This design comes from an exercise in tuning for small area, a short achievable clock period and few clock cycles per item on the open sky130 flow, not from production work. RTL that was checked went through simulation tests only; none was proved equivalent to the original. Power figures rest on the tool's default switching activity, not on a simulated workload.

==> run P <==
==> flow/design.v <==
module svmstorage #(parameter W = 10, parameter DEPTH = 1) (
    input                  clk,
    input                  en,
    input      [W-1:0]     din,
    output     [W-1:0]     tail,
    output     [W-1:0]     pre
);
reg [W-1:0] q [0:DEPTH-1];
integer n;
always @(posedge clk)
    if (en) begin
        q[0] <= din;
        for (n = 1; n < DEPTH; n = n + 1)
            q[n] <= q[n-1];
    end
assign tail = q[DEPTH-1];
assign pre  = q[(DEPTH > 1) ? DEPTH-2 : 0];
endmodule
module testDataModule (
    input              pass,
    input              dbl,
    input              ng,
    input      [10:0]  v,
    output     [11:0]  u
);
wire [11:0] vs  = {v[10], v};
wire [11:0] mag = ({12{pass}} & vs) | ({12{dbl}} & {vs[10:0], 1'b0});
wire [11:0] t   = mag ^ {12{ng}};
assign u = {~t[11], t[10:0]};
endmodule
module fsm_Hand(clk,rst,start,ready,result,write1,write2,SVMin,datain);
input clk,rst,start;
input write1;
input write2;
input signed [8:0] SVMin;
input signed [1:0] datain;
output result;
output ready;
reg ready;
reg result;
localparam IDLE = 2'd0, LW = 2'd1, LX = 2'd2, CP = 2'd3;
reg [1:0] st;
reg [3:0] row, col, k;
wire wbeat = (st == LW) & write1;
wire xbeat = (st == LX) & write2;
reg fin;
always @(posedge clk or negedge rst)
    if (!rst) begin
        st <= IDLE; ready <= 1'b0;
    end else
        case (st)
        IDLE: if (start) begin
                st <= LW; ready <= 1'b0;
              end
        LW:   if (write1 && wl) st <= LX;
        LX:   if (write2 && kh[10]) st <= CP;
        CP:   if (fin) begin
                ready <= 1'b1;
                st    <= IDLE;
              end
        endcase
function [13:0] wdec;           
    input [3:0] r, c;
    integer i;
    begin
        for (i = 0; i <= 10; i = i + 1) wdec[i] = (c == i);
        wdec[11] = (c == r);
        wdec[12] = (c < r);
        wdec[13] = (r == 4'd10) && (c == 4'd10);
    end
endfunction
function [9:0] cdec;
    input [3:0] r, c;
    integer i;
    begin
        for (i = 0; i <= 9; i = i + 1)
            cdec[i] = ((r == i) && (c > i)) || ((r > i) && (c == i));
    end
endfunction
wire [3:0] col_n = (col == 4'd10) ? 4'd0 : col + 4'd1;
wire [3:0] row_n = (col == 4'd10) ? row + 4'd1 : row;
reg  [9:0]  cnd;
reg  [10:0] colh;
reg         dg, lt, wl;
reg  [10:0] kh;
reg  [9:0]  kgt;
always @(posedge clk) begin
    if (st == IDLE) begin
        row <= 4'd0; col <= 4'd0; k <= 4'd0;
        cnd <= cdec(4'd0, 4'd0);
        {wl, lt, dg, colh} <= wdec(4'd0, 4'd0);
        kh <= 11'd1; kgt <= 10'd0;
    end else begin
        if (wbeat) begin
            col <= col_n; row <= row_n;
            cnd <= cdec(row_n, col_n);
            {wl, lt, dg, colh} <= wdec(row_n, col_n);
        end
        if (xbeat) begin
            k <= k + 4'd1;
            kh <= {kh[9:0], 1'b0};
            kgt <= {kgt[8:0], 1'b1};
        end
    end
end
reg [1:0] xv [0:9];
reg [3:0] negs;
wire dm1 = datain[0];
wire dm2 = datain[1] & ~datain[0];
wire ds  = datain[1];
always @(posedge clk) begin : xh
    integer i;
    for (i = 0; i <= 9; i = i + 1)
        if (xbeat && kh[i]) xv[i] <= datain;
    if (st == IDLE) negs <= 4'd0;
    else if (xbeat) negs <= negs + {3'd0, ds};
end
genvar g;
reg [8:0]  Wq;
reg [9:0]  en;
reg        den;
reg        rot;
reg        pend0;               
reg [9:0]  rtail;
reg [9:0]  tp, td, tn;          
reg        kp, kd, kn;          
reg [3:0]  nneg;                
reg        vA, first, last;
always @(posedge clk) begin : ctl
    integer i;
    Wq    <= SVMin;
    den   <= (wbeat & dg) | xbeat;
    rot   <= lt;
    pend0 <= wbeat & cnd[0] & colh[10];
    for (i = 0; i <= 9; i = i + 1) begin
        en[i] <= (wbeat & cnd[i]) | (xbeat & kgt[i]);
        tp[i] <= xbeat & kgt[i] & xv[i][0];
        td[i] <= xbeat & kgt[i] & xv[i][1] & ~xv[i][0];
        tn[i] <= xbeat & kgt[i] & xv[i][1];
    end
    kp    <= xbeat & dm1;
    kd    <= xbeat & dm2;
    kn    <= xbeat & ds;
    nneg  <= xbeat ? negs + {3'd0, ds} : 4'd0;
    vA    <= xbeat;
    first <= xbeat & kh[0];
    last  <= xbeat & kh[10];
end
wire [9:0] tail [0:9];
wire [9:0] pre  [0:9];
wire [8:0] dtail;
reg [9:0] rnext;
always @* begin : rsel_mux
    integer i;
    rnext = 10'd0;
    for (i = 0; i <= 9; i = i + 1)
        rnext = rnext | ({10{colh[i]}} & ((i == 0 && pend0) ? pre[0] : tail[i]));
end
always @(posedge clk)
    rtail <= rnext;
wire [9:0] Wx = {Wq[8], Wq};
wire [9:0] head = rot ? (rtail + Wx) : Wx;
generate
    for (g = 0; g <= 9; g = g + 1) begin : row_q
        svmstorage #(.W(10), .DEPTH(10 - g)) q (.clk(clk), .en(en[g]), .din(head), .tail(tail[g]), .pre(pre[g]));
    end
endgenerate
svmstorage #(.W(9), .DEPTH(11)) dq (.clk(clk), .en(den), .din(Wq), .tail(dtail), .pre());
wire [11:0] u [0:10];
generate
    for (g = 0; g <= 9; g = g + 1) begin : term
        testDataModule t (.pass(tp[g]), .dbl(td[g]), .ng(tn[g]), .v({tail[g][9], tail[g]}), .u(u[g]));
    end
endgenerate
testDataModule td0 (.pass(kp), .dbl(kd), .ng(kn), .v({{2{dtail[8]}}, dtail}), .u(u[10]));
function [31:0] csa;            
    input [15:0] a, b, c;
    begin
        csa[15:0]  = a ^ b ^ c;
        csa[31:16] = {((a & b) | (a & c) | (b & c)), 1'b0};
    end
endfunction
wire [15:0] z [0:11];
generate
    for (g = 0; g <= 10; g = g + 1) begin : zx
        assign z[g] = {4'd0, u[g]};
    end
endgenerate
assign z[11] = {12'hA80, nneg};
wire [31:0] l1a = csa(z[0], z[1], z[2]);
wire [31:0] l1b = csa(z[3], z[4], z[5]);
wire [31:0] l1c = csa(z[6], z[7], z[8]);
wire [31:0] l1d = csa(z[9], z[10], z[11]);
wire [31:0] l2a = csa(l1a[15:0], l1a[31:16], l1b[15:0]);
wire [31:0] l2b = csa(l1b[31:16], l1c[15:0], l1c[31:16]);
reg [15:0] P [0:5];
reg        kpB, kdB, knB, vB, firstB, lastB;
always @(posedge clk) begin
    P[0] <= l2a[15:0]; P[1] <= l2a[31:16];
    P[2] <= l2b[15:0]; P[3] <= l2b[31:16];
    P[4] <= l1d[15:0]; P[5] <= l1d[31:16];
    kpB <= kp; kdB <= kd; knB <= kn;
    vB <= vA; firstB <= first; lastB <= last;
end
wire [31:0] m1a = csa(P[0], P[1], P[2]);
wire [31:0] m1b = csa(P[3], P[4], P[5]);
wire [31:0] m2  = csa(m1a[15:0], m1a[31:16], m1b[15:0]);
wire [31:0] m3  = csa(m2[15:0], m2[31:16], m1b[31:16]);
reg [15:0] Q0, Q1;
reg        kpC, kdC, knC, vC, firstC, lastC;
always @(posedge clk) begin
    Q0 <= m3[15:0]; Q1 <= m3[31:16];
    kpC <= kpB; kdC <= kdB; knC <= knB;
    vC <= vB; firstC <= firstB; lastC <= lastB;
end
wire [15:0] g0 = ({16{kpC}} & Q0) | ({16{kdC}} & {Q0[14:0], 1'b0});
wire [15:0] g1 = ({16{kpC}} & Q1) | ({16{kdC}} & {Q1[14:0], 1'b0});
wire [15:0] o0 = g0 ^ {16{knC}};
wire [15:0] o1 = g1 ^ {16{knC}};
reg  [15:0] Ss, Sc;
wire [15:0] s0 = firstC ? 16'd255 : Ss;
wire [15:0] c0 = firstC ? 16'd0   : Sc;
wire [31:0] n1 = csa(s0, c0, o0);
wire [31:0] n2 = csa(n1[15:0], {n1[31:17], knC}, o1);
always @(posedge clk)
    if (vC) begin
        Ss <= n2[15:0];
        Sc <= {n2[31:17], knC};
    end
always @(posedge clk) fin <= lastC;
wire [15:0] rp = Ss ^ Sc;
wire [15:0] rg = Ss & Sc;
wire        rzero = (rp == {(Ss[14:0] | Sc[14:0]), 1'b0});
reg  [14:0] G [0:4];
reg  [14:0] Pp [0:4];
always @* begin : ks
    integer lv, b, d;
    G[0] = rg[14:0]; Pp[0] = rp[14:0];
    for (lv = 1; lv <= 4; lv = lv + 1) begin
        d = 1 << (lv - 1);
        for (b = 0; b < 15; b = b + 1)
            if (b >= d) begin
                G[lv][b]  = G[lv-1][b] | (Pp[lv-1][b] & G[lv-1][b-d]);
                Pp[lv][b] = Pp[lv-1][b] & Pp[lv-1][b-d];
            end else begin
                G[lv][b]  = G[lv-1][b];
                Pp[lv][b] = Pp[lv-1][b];
            end
    end
end
wire rsign = rp[15] ^ G[4][14];
always @(posedge clk)
    result <= ~rsign & ~rzero;
endmodule
==> flow/run.sh <==
#!/bin/bash
# synth_recipe.tcl (not shown) runs the flow's synth.tcl, then flattens the netlist and writes it again
# the make line also repeats each setting of config.mk as NAME=value (left out here)
make -C /OpenROAD-flow-scripts/flow DESIGN_CONFIG=/design/flow/config.mk WORK_HOME=/design/flow/orfs CLKGATE_MAP_FILE= SYNTH_SCRIPT=/design/flow/synth_recipe.tcl finish
==> flow/config.mk <==
export PLATFORM = sky130hd
export DESIGN_NAME = fsm_Hand
export DESIGN_NICKNAME = fsm_Hand
export VERILOG_FILES = /design/flow/design.v
export SDC_FILE = /design/flow/constraint.sdc
export NUM_CORES = 4
export LEC_CHECK = 0
export CAP_MARGIN = 20
export CORE_MARGIN = 2
export CORE_UTILIZATION = 65
export CTS_CLUSTER_DIAMETER = 60
export CTS_CLUSTER_SIZE = 30
export SETUP_SLACK_MARGIN = 4.4
export SLEW_MARGIN = 20
==> flow/constraint.sdc <==
create_clock -name core_clock -period 7.0 [get_ports {clk}]
set_input_delay 1.4000 -clock core_clock [delete_from_list [all_inputs] [get_ports {clk}]]
set_output_delay 1.4000 -clock core_clock [all_outputs]
set_load 0.01 [all_outputs]
==> run D (differences from run P) <==
--- a/flow/design.v
+++ b/flow/design.v
@@ -52,55 +52,24 @@
         IDLE: if (start) begin
                 st <= LW; ready <= 1'b0;
               end
-        LW:   if (write1 && wl) st <= LX;
-        LX:   if (write2 && kh[10]) st <= CP;
+        LW:   if (write1 && row == 4'd10 && col == 4'd10) st <= LX;
+        LX:   if (write2 && k == 4'd10) st <= CP;
         CP:   if (fin) begin
                 ready <= 1'b1;
                 st    <= IDLE;
               end
         endcase
-function [13:0] wdec;           
-    input [3:0] r, c;
-    integer i;
-    begin
-        for (i = 0; i <= 10; i = i + 1) wdec[i] = (c == i);
-        wdec[11] = (c == r);
-        wdec[12] = (c < r);
-        wdec[13] = (r == 4'd10) && (c == 4'd10);
-    end
-endfunction
-function [9:0] cdec;
-    input [3:0] r, c;
-    integer i;
-    begin
-        for (i = 0; i <= 9; i = i + 1)
-            cdec[i] = ((r == i) && (c > i)) || ((r > i) && (c == i));
-    end
-endfunction
-wire [3:0] col_n = (col == 4'd10) ? 4'd0 : col + 4'd1;
-wire [3:0] row_n = (col == 4'd10) ? row + 4'd1 : row;
-reg  [9:0]  cnd;
-reg  [10:0] colh;
-reg         dg, lt, wl;
-reg  [10:0] kh;
-reg  [9:0]  kgt;
 always @(posedge clk) begin
     if (st == IDLE) begin
         row <= 4'd0; col <= 4'd0; k <= 4'd0;
-        cnd <= cdec(4'd0, 4'd0);
-        {wl, lt, dg, colh} <= wdec(4'd0, 4'd0);
-        kh <= 11'd1; kgt <= 10'd0;
     end else begin
         if (wbeat) begin
-            col <= col_n; row <= row_n;
-            cnd <= cdec(row_n, col_n);
-            {wl, lt, dg, colh} <= wdec(row_n, col_n);
+            if (col == 4'd10) begin
+                col <= 4'd0; row <= row + 4'd1;
+            end else
+                col <= col + 4'd1;
         end
-        if (xbeat) begin
-            k <= k + 4'd1;
-            kh <= {kh[9:0], 1'b0};
-            kgt <= {kgt[8:0], 1'b1};
-        end
+        if (xbeat) k <= k + 4'd1;
     end
 end
 reg [1:0] xv [0:9];
@@ -111,7 +80,7 @@
 always @(posedge clk) begin : xh
     integer i;
     for (i = 0; i <= 9; i = i + 1)
-        if (xbeat && kh[i]) xv[i] <= datain;
+        if (xbeat && k == i) xv[i] <= datain;
     if (st == IDLE) negs <= 4'd0;
     else if (xbeat) negs <= negs + {3'd0, ds};
 end
@@ -129,22 +98,22 @@
 always @(posedge clk) begin : ctl
     integer i;
     Wq    <= SVMin;
-    den   <= (wbeat & dg) | xbeat;
-    rot   <= lt;
-    pend0 <= wbeat & cnd[0] & colh[10];
+    den   <= (wbeat & (col == row)) | xbeat;
+    rot   <= col < row;
+    pend0 <= wbeat & (row == 4'd0) & (col == 4'd10);
     for (i = 0; i <= 9; i = i + 1) begin
-        en[i] <= (wbeat & cnd[i]) | (xbeat & kgt[i]);
-        tp[i] <= xbeat & kgt[i] & xv[i][0];
-        td[i] <= xbeat & kgt[i] & xv[i][1] & ~xv[i][0];
-        tn[i] <= xbeat & kgt[i] & xv[i][1];
+        en[i] <= (wbeat & (((row == i) & (col > i)) | ((row > i) & (col == i)))) | (xbeat & (k > i));
+        tp[i] <= xbeat & (k > i) & xv[i][0];
+        td[i] <= xbeat & (k > i) & xv[i][1] & ~xv[i][0];
+        tn[i] <= xbeat & (k > i) & xv[i][1];
     end
     kp    <= xbeat & dm1;
     kd    <= xbeat & dm2;
     kn    <= xbeat & ds;
     nneg  <= xbeat ? negs + {3'd0, ds} : 4'd0;
     vA    <= xbeat;
-    first <= xbeat & kh[0];
-    last  <= xbeat & kh[10];
+    first <= xbeat & (k == 4'd0);
+    last  <= xbeat & (k == 4'd10);
 end
 wire [9:0] tail [0:9];
 wire [9:0] pre  [0:9];
@@ -154,7 +123,7 @@
     integer i;
     rnext = 10'd0;
     for (i = 0; i <= 9; i = i + 1)
-        rnext = rnext | ({10{colh[i]}} & ((i == 0 && pend0) ? pre[0] : tail[i]));
+        rnext = rnext | ({10{col == i}} & ((i == 0 && pend0) ? pre[0] : tail[i]));
 end
 always @(posedge clk)
     rtail <= rnext;
SETUP_SLACK_MARGIN = 4.55   (was 4.4)
==> summary.txt <==
	run D	run P
Status	finished clean	finished clean
Simple logic cell fraction of the synthesized area	3.31%	4.25%
Finished Layout Cells	2784	2991
Area growth, synth to finish	8.07%	8.12%
Fraction of the yosys area taken by sequential cells	72.6%	72.1%
Worst-case hold path end point	knC	vC
Die area	55300 sq um	57500 sq um
Netlist cell types	58	74
Reg-to-reg startpoint	Wq[1]	col[0]
Combinational share of power	16.6%	0.6%
Summed instance area of the synthesized netlist	34800 sq um	36100 sq um
Setup slack of the critical path after layout	4440 ps	4440 ps
Metal-1 WL	29800 microns	31900 microns
Met3 wire length	4090 microns	3870 microns
Total core area	52800 sq um	55000 sq um
HPWL after detailed placement	49900 microns	51900 microns
Count of multi-input gates	945	1047
Syn Inst Count	2048	2200
Met1 usage in global routing	36.5%	37.1%
Worst-case setup slack after placement	2980 ps	2870 ps
Max Clk Rate	390 MHz	391 MHz
Launching instance or port of the critical path	ready	write1
Power attributed to the clock group	0.00325 W	0.00339 W
Count of buffering cells on the critical path with inverters included	1	2
Die height	235 microns	240 microns
Vias after detailed routing	16.6k	17.7k
Testbench counts of run D, summed over its fixed seeds: cycles 26,304, items 192.
For run P, only the layout was checked, not whether the RTL still works.

-- afterwards: timing with drivers on the ports --
How much do the figures lean on ideal ports? The routed layouts below were timed once more, with nothing changed but the port constraints. Step 1 (the two cells are an assumption about what drives the block):
set clk [get_ports {clk}]
set_driving_cell -lib_cell sky130_fd_sc_hd__clkbuf_16 $clk
set_driving_cell -lib_cell sky130_fd_sc_hd__buf_2 [delete_from_list [all_inputs] $clk]
Step 2 times the ports against the registers' clock, not the clock port: input delays grow and output delays shrink by t, the midpoint of the rising clock arrivals with the driver on. Three values: ideal ports, drivers, drivers and shift; two values: the first two.
run | shift t [ns] | setup slack, ns | worst register clock-pin slew, ns
run P | 0.686 | 4.439 / 4.405 / 3.792 | 0.11 / 0.11
run D | 0.675 | 4.439 / 4.377 / 3.988 | 0.12 / 0.12
After both steps every run listed still meets setup and hold. The setup slack of run P, which loses most, moves by -0.034 ns with the drivers and by -0.647 ns with both steps.
